What follows belongs to an exercise in optimizing a design on an open flow for small area and a short achievable clock period; a production flow would make more cautious choices.
At most, simulation tests tie the RTL to the original design; equivalence was not proved.

==> exp/raven: inputs <==
Design top, start of the top module:
module top (input logic clk, rst,
            input logic enable, din,
            input logic signed [10:0] x,
            output logic signed [11:0] q,
            output logic spike);
clock: 12.0 ns
lec_check: 0
abc_area: 1
cap_margin: 20
core_margin: 2
core_utilization: 40
setup_slack_margin: 5
slew_margin: 20
synth_hierarchical: 1
synth_minimum_keep_size: 0
standard.sh (not shown) runs the stock make flow with config.mk's settings and CLKGATE_MAP_FILE= SYNTH_SCRIPT=/design/flow/synth_recipe.tcl, a recipe that flattens the netlist after the stock synthesis.
==> flow/flow/run.sh <==
#!/bin/bash
# Standard ORFS layout (the standard.sh), with timing repair aimed at a
# setup slack of 8.2 ns at the design's 12 ns clock, so that the resizer keeps
# improving paths that already meet 12 ns.  Logs: standard.log and orfs/logs.
set -euo pipefail
bash standard.sh SETUP_SLACK_MARGIN=8.2  BUFFER_PORTS_ARGS="-buffer_cell sky130_fd_sc_hd__buf_2" finish > standard.log 2>&1
==> exp/delta: changes against exp/raven <==
==> flow/flow/run.sh (replaced) <==
#!/bin/bash
# Standard ORFS layout (the standard.sh), with timing repair aimed at a
# setup slack of 8.3 ns at the design's 12 ns clock, so that the resizer keeps
# improving paths that already meet 12 ns.  Logs: standard.log and orfs/logs.
set -euo pipefail
bash standard.sh SETUP_SLACK_MARGIN=8.3  BUFFER_PORTS_ARGS="-buffer_cell sky130_fd_sc_hd__buf_2" finish > standard.log 2>&1
==> qor summary <==
metric	exp/delta	exp/raven
Outcome	complete, no violations	complete, no violations
Depth of the most critical reg-to-reg path	12	15
Number of global-route vias before repair	22.23k	21.48k
Share of layout cells above drive strength 1	14.82%	12.92%
Least setup slack across all paths after layout	8299 ps	8207 ps
Area after DPL	30490 sq um	30480 sq um
Slack of the worst reg-to-reg path	8300 ps	8210 ps
Met3 track demand over resource in global routing	2.418%	2.767%
Max-slew headroom	59.46%	54.32%
Critical path depth	12	15
Total length of routed met3 wires	3484 microns	3268 microns
Pin slew with the least headroom to its limit	608.1 ps	685.2 ps
Final-stage net count	4126	4114
Data arrival, critical path	4190 ps	4250 ps
Sequential cell area in the final layout	8275 sq um	8230 sq um
Share of cell area taken by flip-flops and latches	24.30%	24.46%
Count of routing violations after the opening detailed-route iteration	1496	1497
CTS Buf Count	44	46
Count of non-CTS inverters in the layout	513	514
Area grow syn2layout	16.13%	14.71%
End of the worst hold path	z3[6]$_SDFF_PP0_	z2[4]$_SDFF_PP0_
Fill cell count	6932	6967
Share of final layout cell area taken by clock buffers and inverters	4.390%	4.705%
Function was not checked in any run of this note: the RTL went through the layout flow alone.


==> inputs of run a <==
Another version of the RTL of top (not shown whole).
make LEC_CHECK=0 ABC_CLOCK_PERIOD_IN_PS=3500 CAP_MARGIN=20 CORE_MARGIN=2 CORE_UTILIZATION=40 SETUP_SLACK_MARGIN=5 SLEW_MARGIN=60 SYNTH_HIERARCHICAL=1 SYNTH_MINIMUM_KEEP_SIZE=0 finish   # period 12.0 ns
run.sh (not shown) runs the stock make flow with config.mk's settings and CLKGATE_MAP_FILE= SYNTH_SCRIPT=/design/flow/synth_recipe.tcl, a recipe that flattens the netlist after the stock synthesis.
Stock flow here: none of the scripts above is used.
==> inputs of run b, as changes to run a <==
Settings changed: ABC_CLOCK_PERIOD_IN_PS 3500 to default, SETUP_SLACK_MARGIN 5 to default, SLEW_MARGIN 60 to 20.
==> comparison <==
- In via count, run b and run a hardly differ.
- In synthesized area, run b and run a do not differ.
- Of run a and run b, run a has the higher setup slack (gap 0.40 ns).
- Between run b and run a, the lower register-to-register slack is in run b (gap 0.40 ns).
- In flip-flop and latch count, run a and run b do not differ.
==> figures <==
| metric | run b | run a |
|---|---|---|
| Stages on worst setup path | 14 | 15 |
| Non-Filler Instances | 3440 | 3447 |
| Status | finished clean | finished clean |
| Fraction of met3 tracks used by global routing | 2.90% | 2.89% |
| Clock Skew | 0.0238 ns | 0.0318 ns |
| Post-detailed-placement cell area | 27800 µm² | 27900 µm² |
| Worst-case setup margin in the final layout | 6.86 ns | 7.25 ns |
| Cell with the largest stage delay on the worst path | sky130_fd_sc_hd__dfxtp_1 | sky130_fd_sc_hd__dfxtp_2 |
| Setup slack of the most critical reg-to-reg path | 6.86 ns | 7.25 ns |
| Depth of the worst register-to-register path | 14 | 15 |
| Clkbuf count | 52 | 51 |
| Final core utilization | 44.1% | 44.5% |
| Total routed wirelength | 59400 µm | 59700 µm |


==> wip/pepper <==
top, a different RTL version from the one above (not shown whole).
==> flow/config.mk <==
export PLATFORM = sky130hd
export DESIGN_NAME = top
export DESIGN_NICKNAME = top
export VERILOG_FILES = /design/flow/design.v
export SDC_FILE = /design/flow/constraint.sdc
export NUM_CORES = 4
export LEC_CHECK = 0
export ABC_CLOCK_PERIOD_IN_PS = 3500
export CAP_MARGIN = 50
export CORE_MARGIN = 2
export CORE_UTILIZATION = 40
export SLEW_MARGIN = 80
==> flow/constraint.sdc <==
create_clock -name core_clock -period 12.0 [get_ports {clk}]
set_input_delay 2.4000 -clock core_clock [delete_from_list [all_inputs] [get_ports {clk}]]
set_output_delay 2.4000 -clock core_clock [all_outputs]
set_load 0.01 [all_outputs]
==> wip/yarrow (differences from wip/pepper) <==
- CAP_MARGIN: 50 -> 20
- SETUP_SLACK_MARGIN: default -> 5
- SLEW_MARGIN: 80 -> 60
==> comparison table <==
| item | wip/pepper | wip/yarrow |
|---|---|---|
| Outcome | no timing/DRC/antenna violations | no timing/DRC/antenna violations |
| Multi-input gate share of total cell area | 60.8% | 60.8% |
| Combined area of the multi-input logic cells | 19400 um2 | 18900 um2 |
| Met1 Track Usage GR | 24.1% | 23.8% |
| Actual slew at the worst max-slew pin | 0.287 ns | 0.590 ns |
| Layout clock buffer count | 52 | 49 |
| Setup slack after layout | 6.94 ns | 6.85 ns |
| Via Count | 18900 | 18600 |
| GR Util met2 | 29.0% | 28.8% |
| Smallest hold slack | 0.427 ns | 0.428 ns |
| Largest net degree at the start of global routing | 36 | 96 |
| Fraction of layout instances using a drive strength above 1 | 8.53% | 4.30% |
| Via density | 4.75 | 4.71 |
| Total routed wire length on the met1 layer | 29000 um | 28800 um |
| Non-filler instance count after layout | 3979 | 3960 |
| Share of the final layout cell area in sequential cells | 20.4% | 20.7% |


==> 12-09 <==
top, a different RTL version from the one above (not shown whole).
// top
module top (input logic clk, rst,
            input logic enable, din,
            input logic signed [10:0] x,
            output logic signed [11:0] q,
            output logic spike);
clock: 12.0 ns
lec_check: 0
abc_area: 1
cap_margin: 20
core_margin: 2
core_utilization: 55
place_density: 0.65
setup_slack_margin: 5
slew_margin: 20
synth_hierarchical: 1
synth_minimum_keep_size: 0
standard.sh (not shown) runs the stock make flow with config.mk's settings and CLKGATE_MAP_FILE= SYNTH_SCRIPT=/design/flow/synth_recipe.tcl, a recipe that flattens the netlist after the stock synthesis.
==> flow/flow/run.sh <==
#!/bin/bash
# Standard ORFS layout (the standard.sh), with timing repair aimed at a
# setup slack of 8.3 ns at the design's 12 ns clock, so that the resizer keeps
# improving paths that already meet 12 ns.  Logs: standard.log and orfs/logs.
set -euo pipefail
bash standard.sh SETUP_SLACK_MARGIN=8.3 TNS_END_PERCENT=30 BUFFER_PORTS_ARGS="-buffer_cell sky130_fd_sc_hd__buf_2" finish > standard.log 2>&1
==> 06-11 (differences from 12-09) <==
==> flow/flow/run.sh (replaced) <==
#!/bin/bash
# Standard ORFS layout (the standard.sh), with timing repair aimed at a
# setup slack of 8.6 ns at the design's 12 ns clock, so that the resizer keeps
# improving paths that already meet 12 ns.  Logs: standard.log and orfs/logs.
set -euo pipefail
bash standard.sh SETUP_SLACK_MARGIN=8.6 BUFFER_PORTS_ARGS="-buffer_cell sky130_fd_sc_hd__buf_2" finish > standard.log 2>&1
CORE_UTILIZATION = 40   (was 55)
PLACE_DENSITY = unset   (was 0.65)
SLEW_MARGIN = 60   (was 20)
==> 11-15 (differences from 12-09) <==
--- a/flow/design.v
+++ b/flow/design.v
@@ -515,21 +515,21 @@
 logic [11:0] pp2;
 logic bng2;
 logic [11:0] pp3;
 logic bng3;
 logic [11:0] pp4;
 logic bng4;
-logic [4:0] bop;
-logic [4:0] bon;
-logic [4:0] btp;
-logic [4:0] btn;
 logic [10:0] z0;
 logic [10:0] z1;
 logic [10:0] z2;
 logic [10:0] z3;
 logic [10:0] z0n;
+logic [4:0] bop;
+logic [4:0] bon;
+logic [4:0] btp;
+logic [4:0] btn;
 logic [11:0] r5;
 logic pm_0_s;
 logic pm_0_c;
 logic pm_1_s;
 logic pm_1_c;
 logic pm_2_s;
@@ -1388,31 +1388,33 @@
 assign pp4[10] = (bop[4] & za[11]) | (bon[4] & ~za[11]) | (btp[4] & za[10]) | (btn[4] & ~za[10]);
 assign pp4[11] = (bop[4] & za[12]) | (bon[4] & ~za[12]) | (btp[4] & za[11]) | (btn[4] & ~za[11]);
 assign bng4 = bon[4] | btn[4];
 assign r5p = (t1n[9] ^ t1n[10]) ? (t1n[10] ? ~zs : zs) : 12'd0;
 assign r5_n = r5p + 12'd3414 + {11'd0, ~t1n[9] & t1n[10]};
 always_ff @(posedge clk) begin
-  bop <= bop_n;
-  bon <= bon_n;
-  btp <= btp_n;
-  btn <= btn_n;
-end
-always_ff @(posedge clk) begin
   if (rst) begin
     z0 <= 11'd0;
     z1 <= 11'd0;
     z2 <= 11'd0;
     z3 <= 11'd0;
     z0n <= 11'd2047;
+    bop <= 5'd0;
+    bon <= 5'd0;
+    btp <= 5'd0;
+    btn <= 5'd0;
     r5 <= 12'd3414;
   end else begin
     z0 <= y2a;
     z1 <= z0;
     z2 <= z1;
     z3 <= z2;
     z0n <= ~y2a;
+    bop <= bop_n;
+    bon <= bon_n;
+    btp <= btp_n;
+    btn <= btn_n;
     r5 <= r5_n;
   end
 end
 ha pm_0 (.a(pp0[6]), .b(pp1[4]), .s(pm_0_s), .co(pm_0_c));
 ha pm_1 (.a(pp0[7]), .b(pp1[5]), .s(pm_1_s), .co(pm_1_c));
 fa pm_2 (.a(pp0[8]), .b(pp1[6]), .c(pp2[4]), .s(pm_2_s), .co(pm_2_c));
==> flow/flow/run.sh (replaced) <==
#!/bin/bash
# Standard ORFS layout (the standard.sh), with timing repair aimed at a
# setup slack of 8.2 ns at the design's 12 ns clock, so that the resizer keeps
# improving paths that already meet 12 ns.  Logs: standard.log and orfs/logs.
set -euo pipefail
bash standard.sh SETUP_SLACK_MARGIN=8.2  BUFFER_PORTS_ARGS="-buffer_cell sky130_fd_sc_hd__buf_2" finish > standard.log 2>&1
CORE_UTILIZATION = 40   (was 55)
PLACE_DENSITY = unset   (was 0.65)
==> 01-01 (differences from 12-09) <==
--- a/flow/design.v
+++ b/flow/design.v
@@ -515,21 +515,21 @@
 logic [11:0] pp2;
 logic bng2;
 logic [11:0] pp3;
 logic bng3;
 logic [11:0] pp4;
 logic bng4;
-logic [4:0] bop;
-logic [4:0] bon;
-logic [4:0] btp;
-logic [4:0] btn;
 logic [10:0] z0;
 logic [10:0] z1;
 logic [10:0] z2;
 logic [10:0] z3;
 logic [10:0] z0n;
+logic [4:0] bop;
+logic [4:0] bon;
+logic [4:0] btp;
+logic [4:0] btn;
 logic [11:0] r5;
 logic pm_0_s;
 logic pm_0_c;
 logic pm_1_s;
 logic pm_1_c;
 logic pm_2_s;
@@ -1388,31 +1388,33 @@
 assign pp4[10] = (bop[4] & za[11]) | (bon[4] & ~za[11]) | (btp[4] & za[10]) | (btn[4] & ~za[10]);
 assign pp4[11] = (bop[4] & za[12]) | (bon[4] & ~za[12]) | (btp[4] & za[11]) | (btn[4] & ~za[11]);
 assign bng4 = bon[4] | btn[4];
 assign r5p = (t1n[9] ^ t1n[10]) ? (t1n[10] ? ~zs : zs) : 12'd0;
 assign r5_n = r5p + 12'd3414 + {11'd0, ~t1n[9] & t1n[10]};
 always_ff @(posedge clk) begin
-  bop <= bop_n;
-  bon <= bon_n;
-  btp <= btp_n;
-  btn <= btn_n;
-end
-always_ff @(posedge clk) begin
   if (rst) begin
     z0 <= 11'd0;
     z1 <= 11'd0;
     z2 <= 11'd0;
     z3 <= 11'd0;
     z0n <= 11'd2047;
+    bop <= 5'd0;
+    bon <= 5'd0;
+    btp <= 5'd0;
+    btn <= 5'd0;
     r5 <= 12'd3414;
   end else begin
     z0 <= y2a;
     z1 <= z0;
     z2 <= z1;
     z3 <= z2;
     z0n <= ~y2a;
+    bop <= bop_n;
+    bon <= bon_n;
+    btp <= btp_n;
+    btn <= btn_n;
     r5 <= r5_n;
   end
 end
 ha pm_0 (.a(pp0[6]), .b(pp1[4]), .s(pm_0_s), .co(pm_0_c));
 ha pm_1 (.a(pp0[7]), .b(pp1[5]), .s(pm_1_s), .co(pm_1_c));
 fa pm_2 (.a(pp0[8]), .b(pp1[6]), .c(pp2[4]), .s(pm_2_s), .co(pm_2_c));
==> flow/flow/run.sh (replaced) <==
#!/bin/bash
# Standard ORFS layout (the standard.sh), with timing repair aimed at a
# setup slack of 8.3 ns at the design's 12 ns clock, so that the resizer keeps
# improving paths that already meet 12 ns.  Logs: standard.log and orfs/logs.
set -euo pipefail
bash standard.sh SETUP_SLACK_MARGIN=8.3  BUFFER_PORTS_ARGS="-buffer_cell sky130_fd_sc_hd__buf_2" finish > standard.log 2>&1
CORE_UTILIZATION = 40   (was 55)
PLACE_DENSITY = unset   (was 0.65)
==> flow_summary.json <==
{
  "clock_latency_ns": 0.60,
  "dp.cells": 4332,
  "rows": 99,
  "signal_buffers": 113,
  "syn_inst": 3406,
  "cts_buffers": 45,
  "multi_input_area_mm2": 0.0203,
  "syn_avg_cell_area_um2": 8.73,
  "nWellTaps": 959,
  "yosysSeqAreaShare_pct": 27.1,
  "status": "complete, no violations",
  "holdPathEnd": "z3[2]",
  "final_cell_area_mm2": 0.0344,
  "dr_total_vias": 22500,
  "grt_pass1_vias": 21800
}
-- figures above: 01-01

==> flow_summary.json <==
{
  "status": "complete, no violations",
  "nWellTaps": 959,
  "synth_compound_area_share_pct": 13.6,
  "wl_um": 69100,
  "dr_total_vias": 22200,
  "multi_input_area_mm2": 0.0199,
  "final_cell_area_mm2": 0.0333,
  "syn_avg_cell_area_um2": 8.73,
  "syn_inst": 3406,
  "dp.cells": 4332,
  "clock.fmax_ghz": 0.273,
  "grt_pass1_vias": 21800,
  "die-area_mm2": 0.0765,
  "clock_latency_ns": 0.61,
  "path_depth": 16,
  "cts_buffers": 47,
  "signal_buffers": 64
}
-- figures above: 11-15

==> flow_summary.json <==
{
  "status": "complete, no violations",
  "yosysSeqAreaShare_pct": 27.1,
  "syn_inst": 3414,
  "multi_input_area_mm2": 0.0203,
  "syn_avg_cell_area_um2": 8.73,
  "dp.cells": 4077,
  "final_cell_area_mm2": 0.0337,
  "nWellTaps": 696,
  "clock_latency_ns": 0.58,
  "holdPathEnd": "z3[6]",
  "rows": 85,
  "cts_buffers": 47
}
-- figures above: 12-09

==> flow_summary.json <==
{
  "status": "complete, no violations",
  "dr_total_vias": 23000,
  "holdPathEnd": "z2[0]",
  "nWellTaps": 969,
  "yosysSeqAreaShare_pct": 27.1,
  "multi_input_area_mm2": 0.0220,
  "ctsHoldBuffers": 0,
  "clock_latency_ns": 0.60,
  "rows": 100,
  "grt_pass1_vias": 22900,
  "signal_buffers": 168,
  "dr.pass1.iters": 5,
  "syn_avg_cell_area_um2": 8.73
}
-- figures above: 06-11

## static timing again, ports no longer ideal
No port has a modelled driver above. Below, the same layouts with a new extraction and two added sets of constraints. Step 1: set_driving_cell puts a clkbuf_16 on clk and a buf_2 on each other input, an assumption about the parent block. Step 2 adds t to the input delays and takes it off the output delays; t is the mean of the earliest and latest rising clock arrival at the registers after step 1. Input paths then give back, and output paths get back, about the clock's delay inside the block. Three values: ideal, step 1, step 2; two values: the first two.
run | t, ns | slack for setup (ns) | worst setup path at the end | slew at the worst register clock pin (ns)
exp/raven | 0.645 | 8.207 / 8.207 / 7.743 | input to register | 0.06 / 0.06
exp/delta | 0.641 | 8.299 / 8.299 / 7.661 | input to register | 0.07 / 0.07
run a | 0.628 | 7.253 / 7.253 / 7.247 | input to register | 0.07 / 0.07
run b | 0.619 | 6.857 / 6.857 / 6.764 | input to register | 0.06 / 0.06
wip/pepper | 0.624 | 6.936 / 6.936 / 6.936 | register to register | 0.07 / 0.07
wip/yarrow | 0.625 | 6.854 / 6.854 / 6.854 | register to register | 0.06 / 0.06
12-09 | 0.629 | 8.267 / 8.267 / 7.793 | input to register | 0.06 / 0.06
06-11 | 0.648 | 8.366 / 8.366 / 7.816 | input to register | 0.07 / 0.07
11-15 | 0.659 | 8.339 / 8.339 / 7.760 | input to register | 0.06 / 0.06
01-01 | 0.643 | 8.389 / 8.389 / 7.797 | input to register | 0.07 / 0.07
After both steps setup and hold are still met in every run listed. For exp/delta, which loses most, drivers alone change the setup slack by 0.000 ns; drivers and shift together by -0.638 ns.
